What follows belongs to an exercise in optimizing a design on an open flow for small area; a production flow would make more cautious choices.
Function was checked by simulation only, so behaviour that the tests miss may differ from the original.

==> flow/design.v (outline; a module is shown in full before it is edited, if it fits) <==
// module fir_filter: 3432 lines
// module fir_fa: 4 lines
// module fir_ha: 4 lines
module fir_filter (
    input fir_clk,
    input rst_active_low,
    input signed [29:0] data_in,
    output signed [61:0] data_out
);
  // ...
==> flow/run.sh <==
#!/bin/bash
# synth_recipe.tcl (not shown) runs the flow's synth.tcl, then flattens the netlist and writes it again
# the make line also repeats each setting of config.mk as NAME=value (left out here)
make -C /OpenROAD-flow-scripts/flow DESIGN_CONFIG=/design/flow/config.mk WORK_HOME=/design/flow/orfs CLKGATE_MAP_FILE= SYNTH_SCRIPT=/design/flow/synth_recipe.tcl finish
==> flow/config.mk <==
export PLATFORM = sky130hd
export DESIGN_NAME = fir_filter
export DESIGN_NICKNAME = fir_filter
export VERILOG_FILES = /design/flow/design.v
export SDC_FILE = /design/flow/constraint.sdc
export NUM_CORES = 8
export LEC_CHECK = 0
export CAP_MARGIN = 35
export CORE_MARGIN = 2
export CORE_UTILIZATION = 75
export CTS_BUF_LIST = sky130_fd_sc_hd__clkbuf_16
export CTS_CLUSTER_DIAMETER = 60
export CTS_CLUSTER_SIZE = 40
export SLEW_MARGIN = 35
export SYNTH_HIERARCHICAL = 1
==> flow/constraint.sdc <==
create_clock -name core_clock -period 10.0 [get_ports {fir_clk}]
set_input_delay 2.0000 -clock core_clock [delete_from_list [all_inputs] [get_ports {fir_clk}]]
set_output_delay 2.0000 -clock core_clock [all_outputs]
set_load 0.01 [all_outputs]
==> results.yml, run 1 <==
run_status:
  status: "complete, no violations"
synth:
  synth_most_common_cell: "fa_1"
  synth-main-ff-cell: "dfxtp_1"
  synth-simple-area-share: 0
critical_path:
  crit_end: "n5654_d1"
  cp.arrival_ps: 10130
  r2r-start: "n1774_d1"
  start_kind: "register"
  crit_path_top_delay_cell: "fa_1"
  rrSetupSlack_ps: 500
clock_network:
  cts_resized: 0
  cts.sinks: 1575
placed_design:
  placed_area_sq_um: 76550
  port_buffers: 92
  pre_cts_ws_ps: 739.2
sta:
  hold_ws_ps: 320.7
  relSlewSlack: 0.5739
finish:
  ff_latch_area_sq_um: 31530
  buffers: 92
  fin_nets: 6394
global_routing:
  grt_max_degree: 35
hold_path:
  min_path_cells: 0
  worstHoldEndpoint: "X21[25]"
==> run 2: changes to the inputs <==
--- a/flow/config.mk
+++ b/flow/config.mk
@@ -7,9 +7,9 @@
 export LEC_CHECK = 0
 export CAP_MARGIN = 35
 export CORE_MARGIN = 2
-export CORE_UTILIZATION = 75
+export CORE_UTILIZATION = 60
 export CTS_BUF_LIST = sky130_fd_sc_hd__clkbuf_16
 export CTS_CLUSTER_DIAMETER = 60
-export CTS_CLUSTER_SIZE = 40
+export CTS_CLUSTER_SIZE = 30
 export SLEW_MARGIN = 35
 export SYNTH_HIERARCHICAL = 1
==> run 2 against run 1 <==
Against the previous run: final cell count grew 6.7%; clock skew shrank 24 ps; non-clock buffer count grew 1; sequential share of layout area shrank 0.33 points; register-to-register slack gained 250 ps; hold slack lost 0.91 ps; design area grew 0.86%; critical endpoint is now n3220_d1; critical path depth shrank 2; clock-buffer cell count grew 14; area after synthesis is the same.
==> results.yml, run 2 <==
clock_network:
  cts_resized: 0
  root_buffer: "clkbuf_16"
  clock_latency_ps: 770
  cts_buffer_depth: 3
  cts_tree: "built"
  ctsHoldBuffers: 0
  postCtsSetupBuffers: 0
  clk_pin_slew_ps: 100
  cts.sinks: 1575
  htree_levels: 3
  cts_made_buffers: 119
sta:
  worst_pin_slew_ps: 590.5
  setup_viol_count_final: 0
  clock_skew_ps: 36.43
  finalCritPeriodShare: 0.9253
  period_minus_slack_ps: 9253
  finalHoldViolCount: 0
  hold_ws_ps: 319.8
  rsz0062_at_grt: "no"
  relSlewSlack: 0.6050
  slew_violations: 0
  fin_tns_setup_ps: 0
  fmax_mhz: 108.1
routing:
  ant_nets: 0
  drt-total-wl_um: 174300
  drtIter0Drc: 2155
  dr_total_vias: 30430
  firstDrtPassIters: 5
  viasPerCell: 5.046
  avgRoutedWirePerCell_um: 28.89
  drc_errors: 0
global_routing:
  grt_pass1_vias: 36540
  antenna_found_initial: 2
  track_usage: 0.2965
  grt_pass1_wl_um: 256900
  grt_max_degree: 31
  overflow: 0
synth:
  synth.top_cell.area_share: 0.5269
  syn_inst: 4137
  avgSynthCellArea_sq_um: 18.00
  synth-xor-area-share: 0.002319
  synth-simple-area-share: 0
  synth_top_family_by_area: "adder cells"
  synth_area_leaders: "fa_1 (53%), dfxtp_1 (42%), ha_1 (2.1%)"
  synth_seq_cells: 1575
  synth_nets: 6255
  ys_seq_area_frac: 0.4234
  synth_top_cell_by_area: "fa_1"
  synthMuxAreaShare: 0
  synth-edff-count: 0
  yosys_warnings: 7
  ys_types: 8
  synth-compound-area-share: 0
  synth_common_cells: "fa_1 (1960), dfxtp_1 (1575), inv_1 (401), ha_1 (126), buf_4 (60)"
  synth_most_common_cell: "fa_1"
  synth-main-ff-cell: "dfxtp_1"
  synthesis.area_sq_um: 74470
  synthArstFlopShare: 0
  synth_fa_ha_area_frac: 0.5480
hold_path:
  hold_class: "register to register"
placed_design:
  dp_hpwl_um: 156600
  dp_cells: 5807
  port_buffers: 92
  gp_congestion: 0.8814
  placed_area_sq_um: 77000
critical_path:
  crit_path_end_kind: "register"
  cp_max_fo: 2
  critical_path_class: "register to register"
  start_kind: "register"
  cp.arrival_ps: 9890
  crit_required_ps: 10640
  rrSetupSlack_ps: 750
floorplanning:
  die_w_um: 356.3
  floorplan.rows: 129
  dieHeight_um: 356.3
  initial_core_util: 0.6031
  core_area_sq_um: 123500
  die_area_sq_um: 127000
  ios: 94
finish:
  utilization: 0.6603
  final_common_cell: "fa_1"
  drive_gt1_frac: 0.04962
  fin_area_sq_um: 81530
  area_growth_pct: 9.481
  fin_cells: 6031
  fin_nets: 6409
  final_cell_mix: "fa_1 (1960), dfxtp_1 (1575), inv_1 (404), ha_1 (126), clkbuf_16 (120)"
run_status:
  status: "complete, no violations"
run:
  drv_cap: 0
run 2: path summary, 6_finish.rpt:
path             from        to  depth (start not counted)
max           X12[19]  n3220_d1                         18
min          n5381_d1  n5381_d2                          0
max reg2reg   X12[19]  n3220_d1                         18
min reg2reg  n5381_d1  n5381_d2                          0
run 2: per-layer routing:
layer,global-route usage,part of all wire,vias up
met5,0,0,-
met1,0.4311,0.43,16740
met3,0.06742,0.063,203
met4,0.07401,0.028,0
li1,-,-,12620
met2,0.4630,0.47,878
run 2: critical path, stage by stage (launching register included):
cell and delay, ps:
dfxtp_1 340, fa_1 490, fa_1 530, fa_1 730, fa_1 480, fa_1 430, fa_1 450, fa_1 460
fa_1 470, fa_1 470, fa_1 440, fa_1 480, fa_1 450, fa_1 470, fa_1 510, fa_1 600
fa_1 460, fa_1 420, fa_1 450
run 2: Yosys stat by module (local to each module, per instance):
module	cells inside	times used	flip-flops and latches
fir_fa	1	1960	0
fir_filter	2080	1	1575
fir_ha	1	97	0
run 2: cell families after synthesis:
group,after synthesis
buf+inv,461
fa+ha+maj,2086
xor+xnor,15
flops,1575
run 2: layout make-up:
class	count	area, sq um
multi-input cells	2101	40990
fillers	8720	41940
flip-flops and latches	1575	31530
repair buffers	93	928.4
inverters	401	1505
clock inverters	103	1521
diodes	1	2.502
clock buffers	120	3003
well taps	1637	2048
run 2: through the flow:
stage               setup slack (ps)
CTS                            701.0
global route                   517.2
finish                         747.3
floorplan                       1551
global placement               771.5
detailed placement             744.4
==> run 3: changes to the inputs <==
==> flow/flow/run.sh (new file) <==
#!/bin/bash
set -e
export CTS_ARGS="-sink_clustering_enable -repair_clock_nets -dont_use_dummy_load -sink_clustering_size 30 -sink_clustering_max_diameter 60 -buf_list sky130_fd_sc_hd__clkbuf_16"
bash standard.sh > standard_flow.log 2>&1
==> flow/standard.sh (new file) <==
#!/bin/bash
# synth_recipe.tcl (not shown) runs the flow's synth.tcl, then flattens the netlist and writes it again
# the make line also repeats each setting of config.mk as NAME=value (left out here)
make -C /OpenROAD-flow-scripts/flow DESIGN_CONFIG=/design/flow/config.mk WORK_HOME=/design/flow/orfs CLKGATE_MAP_FILE= SYNTH_SCRIPT=/design/flow/synth_recipe.tcl "${@:-finish}"
removed: flow/run.sh
==> run 3 against run 2 <==
Against the previous run: still clean on timing, DRC and antenna; clock skew grew 57 ps; register-to-register slack lost 30 ps; critical endpoint unchanged; first-iteration DRC count grew 2.4%; synthesized cell count is the same; hold slack lost 39 ps.
==> results.yml, run 3 <==
run_status:
  status: "complete, no violations"
routing:
  met2WireLength_um: 81860
  met1Wirelength_um: 75150
  firstDrtPassIters: 5
  wl_met3_um: 11360
  dr_total_vias: 30160
  drt-total-wl_um: 174000
  ant_nets: 0
  viasPerCell: 5.089
  top_layer: "met4"
  avgRoutedWirePerCell_um: 29.37
  drtIter0Drc: 2207
  drc_errors: 0
finish:
  fillers: 8880
  multi_input_area_sq_um: 40990
  ff_latch_area_sq_um: 31530
  diodes: 0
  utilization: 0.6478
  final_cell_mix: "fa_1 (1960), dfxtp_1 (1575), inv_1 (401), ha_1 (126), clkbuf_16 (119)"
  final_common_cell: "fa_1"
  drive_gt1_frac: 0.02821
  fin_nets: 6409
  area_growth_pct: 7.401
global_routing:
  overflow: 0
  antenna_found_initial: 4
  track_usage: 0.2961
  grt_max_degree: 31
  grt_pass1_wl_um: 256100
  grt_pass1_vias: 36520
sta:
  rsz0062_at_grt: "no"
  setup_viol_count_final: 0
  worst_pin_slew_ps: 686.9
  clock_skew_ps: 93.34
  relSlewSlack: 0.5405
  finalHoldViolCount: 0
  fmax_mhz: 107.7
  finalCritPeriodShare: 0.9287
  period_minus_slack_ps: 9287
  slew_violations: 0
  fin_tns_setup_ps: 0
critical_path:
  cp.buffers_inverters: 0
  r2r-start: "X5[19]"
  crit_required_ps: 10600
  cp.arrival_ps: 9880
  crit_family: "adder cells"
  cpPeakStageDelay_ps: 760
  rrSetupSlack_ps: 710
  critical_path_class: "register to register"
  path_common_cell: "fa_1"
  crit_path_end_kind: "register"
  path_cells: "fa_1, fa_1, fa_1, fa_1, fa_1, fa_1, fa_1, fa_1, fa_1, fa_1, fa_1, fa_1, fa_1, fa_1, fa_1, fa_1, fa_1, fa_1"
  crit_path_top_delay_cell: "fa_1"
  r2r-end: "n3220_d1"
  start_kind: "register"
  cp_max_fo: 2
  r2r_cells: 18
synth:
  synth_common_cells: "fa_1 (1960), dfxtp_1 (1575), inv_1 (401), ha_1 (126), buf_4 (60)"
  synth-main-ff-cell: "dfxtp_1"
  synth_most_common_cell: "fa_1"
  syn_inst: 4137
  synth.top_cell.area_share: 0.5269
  synth_nets: 6255
  yosys_warnings: 7
  avgSynthCellArea_sq_um: 18.00
  ys_types: 8
  synth_seq_cells: 1575
  synthArstFlopShare: 0
  synth_top_cell_by_area: "fa_1"
  synthesis.area_sq_um: 74470
  synth_area_leaders: "fa_1 (53%), dfxtp_1 (42%), ha_1 (2.1%)"
  synth-edff-count: 0
  ys_seq_area_frac: 0.4234
floorplanning:
  core_area_sq_um: 123500
  die_area_sq_um: 127000
  die_w_um: 356.3
  floorplan.rows: 129
  ios: 94
  dieHeight_um: 356.3
  initial_core_util: 0.6031
clock_network:
  cts_tree: "built"
  htree_levels: 3
  cts_buffer_depth: 3
  clock_latency_ps: 750
  cts_made_buffers: 119
  cts_resized: 0
  root_buffer: "clkbuf_16"
  cts.sinks: 1575
  ctsHoldBuffers: 0
  postCtsSetupBuffers: 0
  clk_pin_slew_ps: 100
run:
  drv_cap: 0
hold_path:
  worstHoldEndpoint: "n5219_d2"
  hold_class: "register to register"
  min_path_cells: 0
  holdCritStartpoint: "n5219_d1"
placed_design:
  port_buffers: 92
  gp_congestion: 0.8814
  dp_hpwl_um: 156600
-- run 3: cell counts after synthesis --
Identical to the previous run, type by type.
-- run 3: cell type report --
| type | instances | area share |
|---|---|---|
| inverters | 401 | 0.01882 |
| well taps | 1637 | 0.02561 |
| repair buffers | 93 | 0.01161 |
| clock buffers | 119 | 0.03723 |
| multi-input cells | 2101 | 0.5125 |
| flip-flops and latches | 1575 | 0.3942 |
-- run 3: cell families (layout without fill, tap and decap cells) --
kind of cell	after synthesis	in the layout	synth area share
flops	1575	1575	0.4234
buf+inv	461	613	0.02626
xor+xnor	15	15	0.002319
fa+ha+maj	2086	2086	0.5480
-- run 3: worst max path at each step --
stage                     slack, ps  cells after the start       end  startpoint
after floorplan                1550                     19  n3220_d1     X15[19]
after detailed placement        740                     18  n4517_d1    n1774_d1
final                           710                     18  n3220_d1      X5[19]
after global routing            490                     20  n5654_d1    n1774_d1
after CTS                       700                     19  n3220_d1    n2134_d1
after global placement          770                     18  n3220_d1     X12[19]
-- run 3: per-module statistics from Yosys, one instance, submodules excluded --
module	flip-flops and latches	cells inside
fir_filter	1575	2080
fir_ha	0	1
fir_fa	0	1
-- run 3: through the flow --
step / hold slack [ps] / instances / setup slack, ps / cell area, sq um
2_1_floorplan: 309.6 / 4137 / 1551 / 74470
6_report: 280.6 / 5926 / 712.5 / 79980
3_3_place_gp: 311.0 / 5807 / 771.5 / 77000
5_1_grt: 275.4 / 5926 / 485.7 / 79980
3_5_place_dp: 312.1 / 5807 / 744.4 / 77000
4_1_cts: 278.1 / 5926 / 698.4 / 79980
-- run 3: per-layer routing --
| layer | vias up | GRT usage |
|---|---|---|
| li1 | 12490 | - |
| met1 | 16550 | 0.4298 |
| met2 | 892 | 0.4583 |
| met3 | 231 | 0.06783 |
| met4 | 0 | 0.08329 |
| met5 | - | 0 |
==> run 4: changes to the inputs <==
==> flow/flow/run.sh (replaced) <==
#!/bin/bash
set -e
export CTS_ARGS="-sink_clustering_enable -repair_clock_nets -dont_use_dummy_load -sink_clustering_size 30 -sink_clustering_max_diameter 60 -buf_list sky130_fd_sc_hd__clkbuf_16"
export BUFFER_PORTS_ARGS="-buffer_cell sky130_fd_sc_hd__buf_1"
bash standard.sh > standard_flow.log 2>&1
==> run 4 against run 3 <==
Against the previous run: clock skew grew 20 ps; first-iteration DRC count shrank 2.0%; still clean; largest cell class unchanged; area after synthesis is the same; critical path depth is the same; routed wire length grew 0.57%; critical endpoint unchanged.
==> results.yml, run 4 <==
floorplanning:
  core_area_sq_um: 123500
  dieHeight_um: 356.3
  die_area_sq_um: 127000
  ios: 94
  floorplan.rows: 129
  initial_core_util: 0.6031
  die_w_um: 356.3
synth:
  synth.top_cell.area_share: 0.5269
  avgSynthCellArea_sq_um: 18.00
  synth_most_common_cell: "fa_1"
  synthesis.area_sq_um: 74470
  ys_seq_area_frac: 0.4234
  synth_common_cells: "fa_1 (1960), dfxtp_1 (1575), inv_1 (401), ha_1 (126), buf_4 (60)"
  synthArstFlopShare: 0
  synth_top_cell_by_area: "fa_1"
  syn_inst: 4137
  synth-edff-count: 0
  synth_area_leaders: "fa_1 (53%), dfxtp_1 (42%), ha_1 (2.1%)"
  synth-main-ff-cell: "dfxtp_1"
  synth_nets: 6255
  yosys_warnings: 7
  synth_seq_cells: 1575
  ys_types: 8
critical_path:
  cp.buffers_inverters: 0
  cp.arrival_ps: 9910
  crit_path_top_delay_cell: "fa_1"
  crit_required_ps: 10590
  path_cells: "fa_1, fa_1, fa_1, fa_1, fa_1, fa_1, fa_1, fa_1, fa_1, fa_1, fa_1, fa_1, fa_1, fa_1, fa_1, fa_1, fa_1, fa_1"
  crit_family: "adder cells"
  cpPeakStageDelay_ps: 720
  start_kind: "register"
  cp_max_fo: 2
  path_common_cell: "fa_1"
  crit_path_end_kind: "register"
  critical_path_class: "register to register"
clock_network:
  cts_buffer_depth: 3
  cts.sinks: 1575
  cts_tree: "built"
  cts_resized: 0
  clk_pin_slew_ps: 80
  ctsHoldBuffers: 0
  htree_levels: 3
  cts_made_buffers: 120
  postCtsSetupBuffers: 0
  root_buffer: "clkbuf_16"
  clock_latency_ps: 770
sta:
  clock_skew_ps: 113.8
  rsz0062_at_grt: "no"
  fin_ws_ps: 683.9
  slew_violations: 0
  finalHoldViolCount: 0
  fin_tns_setup_ps: 0
  relSlewSlack: 0.5337
  period_minus_slack_ps: 9316
  setup_viol_count_final: 0
  finalCritPeriodShare: 0.9316
  worst_pin_slew_ps: 697.1
  fmax_mhz: 107.3
finish:
  fin_nets: 6410
  area_growth_pct: 6.662
  drive_gt1_frac: 0.02844
  fin_area_sq_um: 79430
  final_cell_mix: "fa_1 (1960), dfxtp_1 (1575), inv_1 (401), ha_1 (126), clkbuf_16 (120)"
  diodes: 0
  final_common_cell: "fa_1"
routing:
  viasPerCell: 5.082
  ant_nets: 0
  drt-total-wl_um: 175000
  drtIter0Drc: 2162
  firstDrtPassIters: 5
  avgRoutedWirePerCell_um: 29.53
  drc_errors: 0
  dr_total_vias: 30120
run:
  drv_cap: 0
global_routing:
  grt_max_degree: 30
  track_usage: 0.2976
  overflow: 0
  grt_pass1_wl_um: 258400
  grt_pass1_vias: 36280
  antenna_found_initial: 2
placed_design:
  port_buffers: 92
  dp_hpwl_um: 157600
  pre_cts_ws_ps: 765.5
  gp_congestion: 0.8828
  placed_area_sq_um: 76420
run_status:
  status: "complete, no violations"
hold_path:
  hold_class: "register to register"
[run 4: layout make-up]
class,instances,area (sq um)
clock buffer,120,3003
fill,8866,44040
inverter,401,1505
multi-input combinational,2101,40990
sequential,1575,31530
tap,1637,2048
timing repair buffer,93,352.8
[run 4: layer usage]
layer | vias up | track usage | wire length [um]
li1 | 12490 | - | -
met2 | 750 | 0.4747 | 85090
met1 | 16710 | 0.4450 | 77900
met4 | 0 | 0.05038 | 3034
met5 | - | 0 | 0
met3 | 168 | 0.05202 | 9021
[run 4: modules after synthesis, one instance, submodules excluded]
| module | cell area [sq um] | flip-flops and latches | times used | cells |
|---|---|---|---|---|
| fir_filter | 34020 | 1575 | 1 | 2080 |
| fir_ha | 12.51 | 0 | 97 | 1 |
| fir_fa | 20.02 | 0 | 1960 | 1 |
[run 4: final timing paths]
| path | start | end | slack [ps] | depth (start not counted) |
|---|---|---|---|---|
| hold reg to reg | X34[26] | X35[26] | 300 | 0 |
| hold / removal | X34[26] | X35[26] | 300 | 0 |
| setup / recovery | X12[19] | n3220_d1 | 680 | 18 |
| setup reg to reg | X12[19] | n3220_d1 | 680 | 18 |
[run 4: per-stage QoR]
step,util,cells,hold WS (ps)
detailed placement,0.6189,5807,312.1
CTS,0.6433,5927,297.8
finish,0.6433,5927,303.8
global placement,0.6189,5807,311.4
global route,0.6433,5927,306.7
floorplan,-,4137,309.6
[run 4: cell families after synthesis]
family / count (synthesis) / synth area share
flops: 1575 / 0.4234
fa+ha+maj: 2086 / 0.5480
buf+inv: 461 / 0.02626
xor+xnor: 15 / 0.002319
==> run 5: changes to the inputs <==
==> flow/flow/run.sh (replaced) <==
#!/bin/bash
set -e
export CTS_ARGS="-sink_clustering_enable -repair_clock_nets -dont_use_dummy_load -sink_clustering_size 40 -sink_clustering_max_diameter 70 -buf_list sky130_fd_sc_hd__clkbuf_16"
export BUFFER_PORTS_ARGS="-buffer_cell sky130_fd_sc_hd__buf_1"
bash standard.sh > standard_flow.log 2>&1
==> run 5 against run 4 <==
Against the previous run: now fails the layout checks on antenna violations; global-route usage fell by 0.14 points; register-to-register slack barely moved; fmax barely moved; clock-buffer cell count fell by 24; first-iteration DRC count rose by 3.4%; sequential share of layout area rose by 0.29 points; critical path type unchanged; critical endpoint unchanged; highest routed layer unchanged.
==> results.yml, run 5 <==
clock_network:
  cts_resized: 0
  cts_made_buffers: 96
  clock_latency_ps: 750
  clk_pin_slew_ps: 120
  cts_buffer_depth: 3
  cts_tree: "built"
  ctsHoldBuffers: 0
  root_buffer: "clkbuf_16"
  htree_levels: 3
  cts.sinks: 1575
  postCtsSetupBuffers: 0
critical_path:
  start_kind: "register"
  crit_required_ps: 10560
  crit_path_end_kind: "register"
  r2r-end: "n3220_d1"
  rrSetupSlack_ps: 680
  r2r_cells: 18
  critical_path_class: "register to register"
  cp.arrival_ps: 9880
  r2r-start: "X12[19]"
  cp_max_fo: 2
synth:
  synth_nets: 6255
  synth_top_cell_by_area: "fa_1"
  avgSynthCellArea_sq_um: 18.00
  synth_seq_cells: 1575
  synth_area_leaders: "fa_1 (53%), dfxtp_1 (42%), ha_1 (2.1%)"
  synthArstFlopShare: 0
  synth-main-ff-cell: "dfxtp_1"
  ys_seq_area_frac: 0.4234
  syn_inst: 4137
  ys_types: 8
  synth_common_cells: "fa_1 (1960), dfxtp_1 (1575), inv_1 (401), ha_1 (126), buf_4 (60)"
  synth.top_cell.area_share: 0.5269
  yosys_warnings: 7
  synthesis.area_sq_um: 74470
  synth-edff-count: 0
  synth_most_common_cell: "fa_1"
sta:
  finalHoldViolCount: 0
  slew_violations: 0
  period_minus_slack_ps: 9319
  finalCritPeriodShare: 0.9319
  clock_skew_ps: 121.2
  fmax_mhz: 107.3
  relSlewSlack: 0.5524
  rsz0062_at_grt: "no"
  worst_pin_slew_ps: 669.1
  fin_tns_setup_ps: 0
  setup_viol_count_final: 0
finish:
  final_common_cell: "fa_1"
  fin_area_sq_um: 78850
  fin_nets: 6386
  drive_gt1_frac: 0.02297
  area_growth_pct: 5.875
  final_cell_mix: "fa_1 (1960), dfxtp_1 (1575), inv_1 (401), ha_1 (126), clkbuf_16 (96)"
routing:
  firstDrtPassIters: 4
  avgRoutedWirePerCell_um: 29.56
  viasPerCell: 5.043
  ant_nets: 1
  drt-total-wl_um: 174700
  drc_errors: 0
  dr_total_vias: 29800
  drtIter0Drc: 2236
global_routing:
  track_usage: 0.2962
  grt_max_degree: 36
  grt_pass1_wl_um: 255900
  antenna_found_initial: 2
  overflow: 0
  grt_pass1_vias: 36040
run_status:
  so_faults: "antenna violations"
  status: "complete, but fails checks"
floorplanning:
  initial_core_util: 0.6031
  die_w_um: 356.3
  floorplan.rows: 129
  dieHeight_um: 356.3
  ios: 94
  die_area_sq_um: 127000
  core_area_sq_um: 123500
placed_design:
  gp_congestion: 0.8828
  port_buffers: 92
  placed_area_sq_um: 76420
  dp_hpwl_um: 157600
hold_path:
  worstHoldEndpoint: "X10[27]"
  hold_class: "register to register"
  holdCritStartpoint: "X9[27]"
  min_path_cells: 0
run:
  drv_cap: 0
[run 5: cell families after synthesis]
logic type and synth area share:
fa+ha+maj 0.5480, flops 0.4234, buf+inv 0.02626, xor+xnor 0.002319
[run 5: metrics by stage]
stage          setup WS [ps]  std cells    util  hold WS, ps
3_3_place_gp           737.3       5807  0.6189        311.4
4_1_cts                661.1       5903  0.6384        300.3
2_1_floorplan           1551       4137       -        309.6
6_report               681.1       5909  0.6386        298.0
5_1_grt                439.5       5903  0.6385        305.9
3_5_place_dp           765.5       5807  0.6189        312.1
[run 5: worst max-delay path by stage]
stage               end  slack, ps  cells after the start      from
2_1_floorplan  n3220_d1       1550                     19   X15[19]
3_3_place_gp   n3220_d1        740                     18   X12[19]
3_5_place_dp   n4517_d1        770                     18  n1774_d1
4_1_cts        n3220_d1        660                     18   X12[19]
5_1_grt        n3220_d1        440                     18   X12[19]
6_report       n3220_d1        680                     18   X12[19]
[run 5: metal layers]
layer / global-route usage / vias up / part of all wire
li1: - / 12440 / -
met1: 0.4290 / 16380 / 0.44
met2: 0.4654 / 784 / 0.48
met3: 0.07038 / 202 / 0.061
met4: 0.06650 / 0 / 0.025
met5: 0 / - / 0
[run 5: critical path, cell delays in order (launching register included)]
cell	delay, ps
dfxtp_1	340
fa_1	580
fa_1	680
fa_1	520
fa_1	420
fa_1	450
fa_1	470
fa_1	460
fa_1	460
fa_1	460
fa_1	450
fa_1	490
fa_1	460
fa_1	450
fa_1	500
fa_1	600
fa_1	460
fa_1	420
fa_1	450
[run 5: layout make-up]
class,instances,area [sq um]
flip-flops and latches,1575,31530
diodes,6,15.01
well taps,1637,2048
multi-input cells,2101,40990
inverters,401,1505
fillers,8926,44630
repair buffers,93,352.8
clock buffers,96,2402
[run 5: Yosys stat by module, one instance, submodules excluded]
| module | area, sq um | copies in the design |
|---|---|---|
| fir_fa | 20.02 | 1960 |
| fir_filter | 34020 | 1 |
| fir_ha | 12.51 | 97 |
==> run 6: changes to the inputs <==
==> flow/flow/run.sh (replaced) <==
#!/bin/bash
set -e
export CTS_ARGS="-sink_clustering_enable -repair_clock_nets -dont_use_dummy_load -sink_clustering_size 30 -sink_clustering_max_diameter 90 -buf_list sky130_fd_sc_hd__clkbuf_16"
export BUFFER_PORTS_ARGS="-buffer_cell sky130_fd_sc_hd__buf_1"
bash standard.sh > standard_flow.log 2>&1
==> run 6 against run 5 <==
Against the previous run: now clean on timing, DRC and antenna; largest cell class unchanged; critical endpoint unchanged; area after synthesis stayed put; register-to-register slack improved by 30 ps; highest routed layer unchanged; hold slack improved by 13 ps; final cell count is 0.54% lower; clock-buffer cell count is 27 lower.
==> results.yml, run 6 <==
hold_path:
  hold_class: "register to register"
  min_path_cells: 0
finish:
  ff_latch_area_sq_um: 31530
  fin_nets: 6359
  drive_gt1_frac: 0.01675
  final_cell_mix: "fa_1 (1960), dfxtp_1 (1575), inv_1 (401), ha_1 (126), buf_1 (92)"
  multi_input_area_sq_um: 40990
  final_common_cell: "fa_1"
  fillers: 9002
  area_growth_pct: 4.951
critical_path:
  r2r_cells: 18
  critical_path_class: "register to register"
  cp_max_fo: 2
  start_kind: "register"
  crit_path_end_kind: "register"
  cp.arrival_ps: 9840
  crit_required_ps: 10550
  rrSetupSlack_ps: 710
sta:
  rsz0062_at_grt: "no"
  fmax_mhz: 107.6
  relSlewSlack: 0.5284
  finalCritPeriodShare: 0.9292
  period_minus_slack_ps: 9292
  clock_skew_ps: 81.19
  fin_ws_ps: 708.2
  fin_tns_setup_ps: 0
  slew_violations: 0
  setup_viol_count_final: 0
  finalHoldViolCount: 0
  worst_pin_slew_ps: 705.1
clock_network:
  postCtsSetupBuffers: 0
  cts_resized: 0
  root_buffer: "clkbuf_16"
  cts_made_buffers: 69
  ctsHoldBuffers: 0
  clock_latency_ps: 690
  clk_pin_slew_ps: 110
  cts_buffer_depth: 3
  cts_tree: "built"
  htree_levels: 3
  cts.sinks: 1575
synth:
  synth.top_cell.area_share: 0.5269
  syn_inst: 4137
  synth_nets: 6255
  synthesis.area_sq_um: 74470
  ys_seq_area_frac: 0.4234
  yosys_warnings: 7
  synth_most_common_cell: "fa_1"
  synth_area_leaders: "fa_1 (53%), dfxtp_1 (42%), ha_1 (2.1%)"
  avgSynthCellArea_sq_um: 18.00
  synthArstFlopShare: 0
  synth_common_cells: "fa_1 (1960), dfxtp_1 (1575), inv_1 (401), ha_1 (126), buf_4 (60)"
  synth-main-ff-cell: "dfxtp_1"
  synth_top_cell_by_area: "fa_1"
  synth-edff-count: 0
  ys_types: 8
  synth_seq_cells: 1575
placed_design:
  gp_congestion: 0.8828
  pre_cts_ws_ps: 765.5
  dp_hpwl_um: 157600
  port_buffers: 92
floorplanning:
  die_w_um: 356.3
  floorplan.rows: 129
  core_area_sq_um: 123500
  initial_core_util: 0.6031
  dieHeight_um: 356.3
  ios: 94
  die_area_sq_um: 127000
routing:
  dr_total_vias: 29800
  avgRoutedWirePerCell_um: 29.62
  drc_errors: 0
  drtIter0Drc: 2454
  firstDrtPassIters: 5
  drt-total-wl_um: 174100
  ant_nets: 0
  viasPerCell: 5.071
run_status:
  status: "complete, no violations"
global_routing:
  grt_pass1_wl_um: 256400
  track_usage: 0.2950
  grt_max_degree: 31
  antenna_found_initial: 3
  grt_pass1_vias: 35700
  overflow: 0
run:
  drv_cap: 0
## run 6: cell counts after synthesis
No cell type changed its count.
## run 6: kinds of logic after synthesis
group	Yosys count	share of synthesized area
fa+ha+maj	2086	0.5480
buf+inv	461	0.02626
xor+xnor	15	0.002319
flops	1575	0.4234
## run 6: routing by layer
| layer | part of all wire | track usage | vias up |
|---|---|---|---|
| met1 | 0.45 | 0.4451 | 16560 |
| met3 | 0.047 | 0.04409 | 137 |
| met2 | 0.49 | 0.4715 | 721 |
| met5 | 0 | 0 | - |
| li1 | - | - | 12380 |
| met4 | 0.018 | 0.05105 | 0 |
## run 6: cell type report
class                   instances  share of cell area
inverters                     401             0.01926
flip-flops and latches       1575              0.4034
multi-input cells            2101              0.5245
diodes                          1          0.00003202
clock buffers                  69             0.02209
well taps                    1637             0.02621
repair buffers                 93            0.004514
## run 6: modules after synthesis, one instance, submodules excluded
module | copies in the design | flops+latches | cells inside | area [sq um]
fir_filter | 1 | 1575 | 2080 | 34020
fir_fa | 1960 | 0 | 1 | 20.02
fir_ha | 97 | 0 | 1 | 12.51
## run 6: stage by stage
stage               cells    util  area, sq um  hold slack [ps]
floorplan            4137       -        74470            309.6
global placement     5807  0.6189        76420            311.4
detailed placement   5807  0.6189        76420            312.1
CTS                  5876  0.6329        78150            302.6
global route         5876  0.6330        78160            299.6
finish               5877  0.6330        78160            310.8
## run 6: final timing paths
check                 from  endpoint
hold reg to reg   n5102_d1  n5102_d2
setup / recovery   X12[19]  n3220_d1
hold / removal    n5102_d1  n5102_d2
setup reg to reg   X12[19]  n3220_d1
## run 6: worst max-delay path: stages (launching register included)
cell,delay [ps]
dfxtp_1,340
fa_1,450
fa_1,540
fa_1,720
fa_1,510
fa_1,440
fa_1,470
fa_1,460
fa_1,460
fa_1,460
fa_1,450
fa_1,490
fa_1,510
fa_1,620
fa_1,500
fa_1,430
fa_1,420
fa_1,420
fa_1,450
==> run 7: changes to the inputs <==
==> flow/flow/run.sh (replaced) <==
#!/bin/bash
set -e
export CTS_ARGS="-sink_clustering_enable -repair_clock_nets -dont_use_dummy_load -sink_clustering_size 30 -sink_clustering_max_diameter 70 -buf_list sky130_fd_sc_hd__clkbuf_16"
export BUFFER_PORTS_ARGS="-buffer_cell sky130_fd_sc_hd__buf_1"
bash standard.sh > standard_flow.log 2>&1
--- a/flow/config.mk
+++ b/flow/config.mk
@@ -7,7 +7,7 @@
 export LEC_CHECK = 0
 export CAP_MARGIN = 35
 export CORE_MARGIN = 2
-export CORE_UTILIZATION = 60
+export CORE_UTILIZATION = 70
 export CTS_BUF_LIST = sky130_fd_sc_hd__clkbuf_16
 export CTS_CLUSTER_DIAMETER = 60
 export CTS_CLUSTER_SIZE = 30
==> run 7 against run 6 <==
Against the previous run: final cell count shrank 3.9%; critical endpoint is now n4823_d1; fmax shrank 0.39%; core utilization rose by 11 points; highest routed layer unchanged; area after synthesis did not move; via count is 3.3% higher; hold slack worse by 9.1 ps; setup slack got worse by 37 ps; critical path type unchanged; synthesized cell count did not move; flip-flop and latch count unchanged; still clean.
==> results.yml, run 7 <==
run_status:
  status: "complete, no violations"
sta:
  finalCritPeriodShare: 0.9328
  fmax_mhz: 107.2
  period_minus_slack_ps: 9328
  fin_tns_setup_ps: 0
  worst_pin_slew_ps: 566.7
  setup_viol_count_final: 0
  relSlewSlack: 0.6209
  finalHoldViolCount: 0
  rsz0062_at_grt: "no"
  slew_violations: 0
  clock_skew_ps: 91.07
floorplanning:
  dieHeight_um: 330.2
  die_area_sq_um: 109000
  floorplan.rows: 119
  ios: 94
  die_w_um: 330.2
  core_area_sq_um: 105400
  initial_core_util: 0.7065
synth:
  yosys_warnings: 7
  synth.top_cell.area_share: 0.5269
  avgSynthCellArea_sq_um: 18.00
  ys_seq_area_frac: 0.4234
  synthesis.area_sq_um: 74470
  synth-main-ff-cell: "dfxtp_1"
  syn_inst: 4137
  synthArstFlopShare: 0
  synth_nets: 6255
  synth_common_cells: "fa_1 (1960), dfxtp_1 (1575), inv_1 (401), ha_1 (126), buf_4 (60)"
  synth_seq_cells: 1575
  synth_most_common_cell: "fa_1"
  synth_area_leaders: "fa_1 (53%), dfxtp_1 (42%), ha_1 (2.1%)"
  ys_types: 8
  synth_top_cell_by_area: "fa_1"
  synth-edff-count: 0
clock_network:
  clk_pin_slew_ps: 110
  clock_latency_ps: 720
  cts_buffer_depth: 3
  ctsHoldBuffers: 0
  cts_made_buffers: 83
  postCtsSetupBuffers: 0
  cts.sinks: 1575
  root_buffer: "clkbuf_16"
  cts_tree: "built"
  htree_levels: 3
  cts_resized: 0
routing:
  drt-total-wl_um: 171700
  firstDrtPassIters: 26
  avgRoutedWirePerCell_um: 30.41
  dr_total_vias: 30790
  ant_nets: 0
  drtIter0Drc: 2342
  viasPerCell: 5.454
  drc_errors: 0
global_routing:
  track_usage: 0.3421
  use_met1: 0.5044
  grt_max_degree: 31
  grt_busiest_layer: "met2"
  overflow: 0
  use_met2: 0.5352
  grt_use_met3: 0.06954
  antenna_found_initial: 1
  grt_pass1_wl_um: 254000
  grt_pass1_vias: 36860
critical_path:
  cp.arrival_ps: 9860
  path_common_cell: "fa_1"
  r2r-start: "n1774_d1"
  start_kind: "register"
  critical_path_class: "register to register"
  path_cells: "fa_1, fa_1, fa_1, fa_1, fa_1, fa_1, fa_1, fa_1, fa_1, fa_1, fa_1, fa_1, fa_1, inv_1, fa_1, fa_1, fa_1, fa_1, fa_1"
  crit_path_end_kind: "register"
  r2r-end: "n4823_d1"
  rrSetupSlack_ps: 670
  crit_family: "adder cells"
  startpoint: "n1774_d1"
  cp_num_cells: 19
  cpPeakStageDelay_ps: 650
  r2r_cells: 19
  cp.buffers_inverters: 1
  crit_end: "n4823_d1"
  cp_max_fo: 2
  crit_path_top_delay_cell: "fa_1"
  crit_required_ps: 10530
run:
  drv_cap: 0
placed_design:
  placed_area_sq_um: 76120
  port_buffers: 92
  gp_congestion: 0.9181
  dp_hpwl_um: 151100
finish:
  final_cell_mix: "fa_1 (1960), dfxtp_1 (1575), inv_1 (401), ha_1 (126), buf_1 (92)"
  multi_input_area_sq_um: 40990
  drive_gt1_frac: 0.01999
  ff_latch_area_sq_um: 31530
  utilization: 0.7419
  fin_nets: 6373
  final_common_cell: "fa_1"
  fin_area_sq_um: 78210
  area_growth_pct: 5.012
  fillers: 6387
hold_path:
  hold_class: "register to register"
-- run 7: cell types whose count changed in the layout (fill, tap and decap cells not counted) --
cell       before  now
clkbuf_16      69   83
diode_2         1    2
-- run 7: area by class of cell --
class | instances | share of cell area
inverters | 401 | 0.01925
multi-input cells | 2101 | 0.5242
clock buffers | 83 | 0.02656
diodes | 2 | 0.00006400
well taps | 1391 | 0.02225
repair buffers | 93 | 0.004512
flip-flops and latches | 1575 | 0.4032
-- run 7: cell families (layout without fill, tap and decap cells) --
family	Yosys count	in the layout	share of synthesized area
flip-flops	1575	1575	0.4234
buffers and inverters	461	577	0.02626
other	0	2	0
XOR/XNOR	15	15	0.002319
adder cells (fa/ha/maj)	2086	2086	0.5480
-- run 7: stage by stage --
stage	hold slack [ps]	setup WS (ps)	std cells
after floorplan	309.6	1551	4137
after global placement	310.2	797.0	5561
after detailed placement	312.1	824.7	5561
after CTS	304.2	712.1	5644
after global routing	306.5	514.1	5644
final	301.7	671.6	5646
-- run 7: worst min path at each step --
stage              to  depth (start not counted)  startpoint  slack (ps)
2_1_floorplan  X1[14]                          0      X0[14]         310
3_3_place_gp   X1[20]                          0      X0[20]         310
3_5_place_dp   X1[23]                          0      X0[23]         310
4_1_cts         X1[5]                          0       X0[5]         300
5_1_grt         X4[5]                          0       X3[5]         310
6_report        X4[5]                          0       X3[5]         300
-- run 7: per-module statistics from Yosys (local to each module, per instance) --
module | area, sq um | times used
fir_filter | 34020 | 1
fir_fa | 20.02 | 1960
fir_ha | 12.51 | 97
-- run 7: routing by layer --
metal / wire (um) / part of all wire
met4: 5502 / 0.032
met5: 0 / 0
met1: 71770 / 0.42
met2: 82340 / 0.48
met3: 12070 / 0.070
==> run 8: changes to the inputs <==
==> flow/flow/run.sh (replaced) <==
#!/bin/bash
set -e
export CTS_ARGS="-sink_clustering_enable -repair_clock_nets -dont_use_dummy_load -sink_clustering_size 35 -sink_clustering_max_diameter 75 -buf_list sky130_fd_sc_hd__clkbuf_16"
export BUFFER_PORTS_ARGS="-buffer_cell sky130_fd_sc_hd__buf_1"
bash standard.sh > standard_flow.log 2>&1
--- a/flow/config.mk
+++ b/flow/config.mk
@@ -7,7 +7,7 @@
 export LEC_CHECK = 0
 export CAP_MARGIN = 35
 export CORE_MARGIN = 2
-export CORE_UTILIZATION = 70
+export CORE_UTILIZATION = 65
 export CTS_BUF_LIST = sky130_fd_sc_hd__clkbuf_16
 export CTS_CLUSTER_DIAMETER = 60
 export CTS_CLUSTER_SIZE = 30
==> run 8 against run 7 <==
Against the previous run: global-route usage is 2.5 points lower; still clean on timing, DRC and antenna; area after synthesis stayed put; hold slack worse by 6.1 ps; register-to-register slack worse by 40 ps; fmax is 0.39% lower; via count is 1.9% lower.
==> results.yml, run 8 <==
run_status:
  status: "complete, no violations"
sta:
  slew_violations: 0
  worst_pin_slew_ps: 634.1
  setup_viol_count_final: 0
  finalHoldViolCount: 0
  relSlewSlack: 0.5758
  rsz0062_at_grt: "no"
  fin_tns_setup_ps: 0
  hold_ws_ps: 295.6
  clock_skew_ps: 106.6
  fin_ws_ps: 635.2
  finalCritPeriodShare: 0.9365
  fmax_mhz: 106.8
  period_minus_slack_ps: 9365
routing:
  drtIter0Drc: 2463
  avgRoutedWirePerCell_um: 29.90
  drt-total-wl_um: 172100
  viasPerCell: 5.243
  firstDrtPassIters: 5
  drc_errors: 0
  ant_nets: 0
  dr_total_vias: 30190
global_routing:
  grt_max_degree: 36
  grt_pass1_wl_um: 254500
  overflow: 0
  track_usage: 0.3175
  antenna_found_initial: 5
  grt_pass1_vias: 36110
finish:
  diodes: 0
  fin_nets: 6366
  final_common_cell: "fa_1"
  fillers: 7841
  final_cell_mix: "fa_1 (1960), dfxtp_1 (1575), inv_1 (401), ha_1 (126), buf_1 (92)"
  area_growth_pct: 4.973
  drive_gt1_frac: 0.01837
synth:
  ys_types: 8
  ys_seq_area_frac: 0.4234
  synth_nets: 6255
  synthArstFlopShare: 0
  synth_common_cells: "fa_1 (1960), dfxtp_1 (1575), inv_1 (401), ha_1 (126), buf_4 (60)"
  synth-edff-count: 0
  synthesis.area_sq_um: 74470
  synth_top_cell_by_area: "fa_1"
  synth_area_leaders: "fa_1 (53%), dfxtp_1 (42%), ha_1 (2.1%)"
  synth-main-ff-cell: "dfxtp_1"
  avgSynthCellArea_sq_um: 18.00
  yosys_warnings: 7
  synth_most_common_cell: "fa_1"
  syn_inst: 4137
  synth_seq_cells: 1575
  synth.top_cell.area_share: 0.5269
floorplanning:
  initial_core_util: 0.6531
  die_w_um: 342.5
  core_area_sq_um: 114000
  floorplan.rows: 124
  dieHeight_um: 342.5
  ios: 94
  die_area_sq_um: 117300
clock_network:
  postCtsSetupBuffers: 0
  root_buffer: "clkbuf_16"
  clock_latency_ps: 700
  ctsHoldBuffers: 0
  cts_resized: 0
  cts_made_buffers: 76
  clk_pin_slew_ps: 110
  cts_tree: "built"
  htree_levels: 3
  cts_buffer_depth: 3
  cts.sinks: 1575
critical_path:
  critical_path_class: "register to register"
  crit_required_ps: 10560
  crit_path_end_kind: "register"
  cp.arrival_ps: 9930
  cp_max_fo: 2
  start_kind: "register"
hold_path:
  hold_class: "register to register"
run:
  drv_cap: 0
placed_design:
  gp_congestion: 0.9007
  pre_cts_ws_ps: 717.0
  dp_hpwl_um: 154900
  port_buffers: 92
==> run 8: metrics by stage <==
step	utilization	cell area (sq um)	std cells
2_1_floorplan	-	74470	4137
3_3_place_gp	0.6688	76270	5682
3_5_place_dp	0.6688	76270	5682
4_1_cts	0.6855	78170	5758
5_1_grt	0.6856	78180	5758
6_report	0.6856	78180	5758
==> run 8: logic make-up after synthesis <==
group / count (synthesis) / share of synthesized area
buf+inv: 461 / 0.02626
fa+ha+maj: 2086 / 0.5480
flops: 1575 / 0.4234
xor+xnor: 15 / 0.002319
==> run 8: final timing paths <==
path	startpoint	endpoint	slack, ps	cells after the start
setup / recovery	X12[19]	n3220_d1	640	18
hold / removal	n4867_d2	n4867_d3	300	0
setup reg to reg	X12[19]	n3220_d1	640	18
hold reg to reg	n4867_d2	n4867_d3	300	0
==> run 8: per-layer routing <==
layer / GRT usage / wire [um] / share of wire / vias to the layer above
li1: - / - / - / 12390
met1: 0.4868 / 76100 / 0.44 / 16750
met2: 0.5040 / 83650 / 0.49 / 899
met3: 0.04217 / 9060 / 0.053 / 155
met4: 0.06040 / 3342 / 0.019 / 0
met5: 0 / 0 / 0 / -
==> run 8: layout make-up <==
cell class,count,area [sq um],share of cell area
multi-input combinational,2101,40990,0.5244
sequential,1575,31530,0.4033
clock buffer,76,1902,0.02433
tap,1512,1892,0.02420
inverter,401,1505,0.01925
timing repair buffer,93,352.8,0.004513
==> run 8: Yosys stat by module (local to each module, per instance) <==
module	cells inside	flip-flops and latches
fir_filter	2080	1575
fir_fa	1	0
fir_ha	1	0
==> run 8: critical path: stages (launching register included) <==
cell and delay [ps]:
dfxtp_1 350, fa_1 470, fa_1 530, fa_1 770, fa_1 510, fa_1 430, fa_1 460, fa_1 460
fa_1 460, fa_1 460, fa_1 450, fa_1 490, fa_1 460, fa_1 460, fa_1 500, fa_1 580
fa_1 470, fa_1 420, fa_1 480
==> run 9: changes to the inputs <==
==> flow/flow/run.sh (replaced) <==
#!/bin/bash
set -e
export CTS_ARGS="-sink_clustering_enable -repair_clock_nets -dont_use_dummy_load -sink_clustering_size 30 -sink_clustering_max_diameter 80 -buf_list sky130_fd_sc_hd__clkbuf_16"
export BUFFER_PORTS_ARGS="-buffer_cell sky130_fd_sc_hd__buf_1"
bash standard.sh > standard_flow.log 2>&1
--- a/flow/config.mk
+++ b/flow/config.mk
@@ -7,7 +7,7 @@
 export LEC_CHECK = 0
 export CAP_MARGIN = 35
 export CORE_MARGIN = 2
-export CORE_UTILIZATION = 65
+export CORE_UTILIZATION = 60
 export CTS_BUF_LIST = sky130_fd_sc_hd__clkbuf_16
 export CTS_CLUSTER_DIAMETER = 60
 export CTS_CLUSTER_SIZE = 30
==> run 9 against run 8 <==
Against the previous run: still clean; die area increased by 8.2%; final cell count increased by 2.3%; via count decreased by 0.87%; routed wire length increased by 1.2%; flip-flop and latch count unchanged; non-clock buffer count unchanged; clock skew about the same; setup slack improved by 64 ps; core utilization decreased by 5.0 points; global-route usage decreased by 2.2 points; largest cell class unchanged; highest routed layer unchanged.
==> results.yml, run 9 <==
routing:
  drt-total-wl_um: 174300
  avgRoutedWirePerCell_um: 29.60
  firstDrtPassIters: 5
  drc_errors: 0
  viasPerCell: 5.083
  ant_nets: 0
  drtIter0Drc: 2109
  dr_total_vias: 29930
finish:
  drive_gt1_frac: 0.01929
  multi_input_area_sq_um: 40990
  ff_latch_area_sq_um: 31530
  area_growth_pct: 5.321
  final_common_cell: "fa_1"
  fillers: 8938
  fin_nets: 6370
  final_cell_mix: "fa_1 (1960), dfxtp_1 (1575), inv_1 (401), ha_1 (126), buf_1 (92)"
floorplanning:
  ios: 94
  core_area_sq_um: 123500
  initial_core_util: 0.6031
  dieHeight_um: 356.3
  die_w_um: 356.3
  die_area_sq_um: 127000
  floorplan.rows: 129
global_routing:
  grt_pass1_vias: 35890
  track_usage: 0.2960
  antenna_found_initial: 3
  overflow: 0
  grt_max_degree: 31
  grt_pass1_wl_um: 256700
sta:
  clock_skew_ps: 107.1
  slew_violations: 0
  fin_ws_ps: 698.9
  finalCritPeriodShare: 0.9301
  fin_tns_setup_ps: 0
  setup_viol_count_final: 0
  fmax_mhz: 107.5
  relSlewSlack: 0.5412
  finalHoldViolCount: 0
  period_minus_slack_ps: 9301
  rsz0062_at_grt: "no"
  worst_pin_slew_ps: 685.8
clock_network:
  cts_tree: "built"
  cts.sinks: 1575
  root_buffer: "clkbuf_16"
  htree_levels: 3
  clk_pin_slew_ps: 100
  clock_latency_ps: 730
  postCtsSetupBuffers: 0
  cts_made_buffers: 80
  ctsHoldBuffers: 0
  cts_resized: 0
  cts_buffer_depth: 3
critical_path:
  crit_required_ps: 10550
  path_cells: "fa_1, fa_1, fa_1, fa_1, fa_1, fa_1, fa_1, fa_1, fa_1, fa_1, fa_1, fa_1, fa_1, fa_1, fa_1, fa_1, fa_1, fa_1"
  cp.arrival_ps: 9850
  cp_max_fo: 2
  cpPeakStageDelay_ps: 670
  critical_path_class: "register to register"
  crit_path_top_delay_cell: "fa_1"
  path_common_cell: "fa_1"
  start_kind: "register"
  r2r_cells: 18
  crit_path_end_kind: "register"
synth:
  ys_types: 8
  ys_seq_area_frac: 0.4234
  synth.top_cell.area_share: 0.5269
  avgSynthCellArea_sq_um: 18.00
  synth_nets: 6255
  synth-main-ff-cell: "dfxtp_1"
  yosys_warnings: 7
  synth_most_common_cell: "fa_1"
  synthArstFlopShare: 0
  syn_inst: 4137
  synthesis.area_sq_um: 74470
  synth_seq_cells: 1575
  synth-edff-count: 0
  synth_top_cell_by_area: "fa_1"
  synth_area_leaders: "fa_1 (53%), dfxtp_1 (42%), ha_1 (2.1%)"
  synth_common_cells: "fa_1 (1960), dfxtp_1 (1575), inv_1 (401), ha_1 (126), buf_4 (60)"
placed_design:
  port_buffers: 92
  gp_congestion: 0.8828
  dp_hpwl_um: 157600
  pre_cts_ws_ps: 765.5
hold_path:
  hold_class: "register to register"
  min_path_cells: 0
run:
  drv_cap: 0
run_status:
  status: "complete, no violations"
## run 9: worst max-delay path, delay by kind of cell, from the launching register on
family	cells	cell delay, ps
DFF	1	340
adders and majority gates	18	8800
## run 9: final cells by class
class	count	area share
Timing Repair Buffer	93	0.004498
Tap cell	1637	0.02611
Multi-Input combinational cell	2101	0.5227
Antenna cell	1	0.00003190
Clock buffer	80	0.02552
Inverter	401	0.01919
Sequential cell	1575	0.4020
## run 9: Yosys stat by module, one instance, submodules excluded
module,cells inside,flops+latches
fir_filter,2080,1575
fir_ha,1,0
fir_fa,1,0
## run 9: path summary, 6_finish.rpt
check | startpoint | endpoint | slack [ps]
setup / recovery | X12[19] | n3220_d1 | 700
hold / removal | X37[18] | X38[18] | 310
setup reg to reg | X12[19] | n3220_d1 | 700
hold reg to reg | X37[18] | X38[18] | 310
## run 9: cell families after synthesis
family	Yosys count	share of synthesized area
XOR/XNOR	15	0.002319
adder cells (fa/ha/maj)	2086	0.5480
buffers and inverters	461	0.02626
flip-flops	1575	0.4234
## run 9: routing by layer
metal / routed length (um) / global-route usage / up-vias
met2: 84390 / 0.4717 / 748
met3: 8538 / 0.04844 / 147
li1: - / - / 12410
met1: 78150 / 0.4449 / 16630
met5: 0 / 0 / -
met4: 3209 / 0.05080 / 0
## run 9: per-stage QoR
stage	cell area (sq um)	cells	utilization	hold slack (ps)
after CTS	78430	5887	0.6352	314.6
after detailed placement	76420	5807	0.6189	312.1
final	78440	5888	0.6352	311.9
after global placement	76420	5807	0.6189	311.4
after global routing	78430	5887	0.6352	317.5
after floorplan	74470	4137	-	309.6

re-timing with driven ports:
The results above use ideal ports. As a check the final layouts listed here were re-extracted and re-timed, cells and wires unchanged. Step 1 assumes that a clkbuf_16 drives the clock port and a buf_2 every other input. Step 2 also shifts input and output timing later by t, the mid clock arrival at the registers, as if the neighbouring blocks saw the same clock. Slacks: ideal ports / drivers / drivers and shift; pairs: ideal ports / drivers.
run | t, ns | setup slack, ns | hold WS [ns] | cell pins on the clock port's net
run 1 | 0.806 | 0.496 / 0.496 / 0.496 | 0.321 / 0.321 / 0.321 | 1
run 2 | 0.821 | 0.747 / 0.747 / 0.747 | 0.320 / 0.320 / 0.320 | 1
run 3 | 0.779 | 0.713 / 0.713 / 0.713 | 0.281 / 0.281 / 0.281 | 1
run 4 | 0.781 | 0.684 / 0.684 / 0.684 | 0.304 / 0.304 / 0.304 | 1
run 5 | 0.758 | 0.681 / 0.681 / 0.681 | 0.298 / 0.298 / 0.298 | 1
run 6 | 0.738 | 0.708 / 0.708 / 0.708 | 0.311 / 0.311 / 0.311 | 1
run 7 | 0.750 | 0.672 / 0.672 / 0.672 | 0.302 / 0.302 / 0.302 | 1
run 8 | 0.722 | 0.635 / 0.635 / 0.635 | 0.296 / 0.296 / 0.296 | 1
run 9 | 0.749 | 0.699 / 0.699 / 0.699 | 0.312 / 0.312 / 0.312 | 1
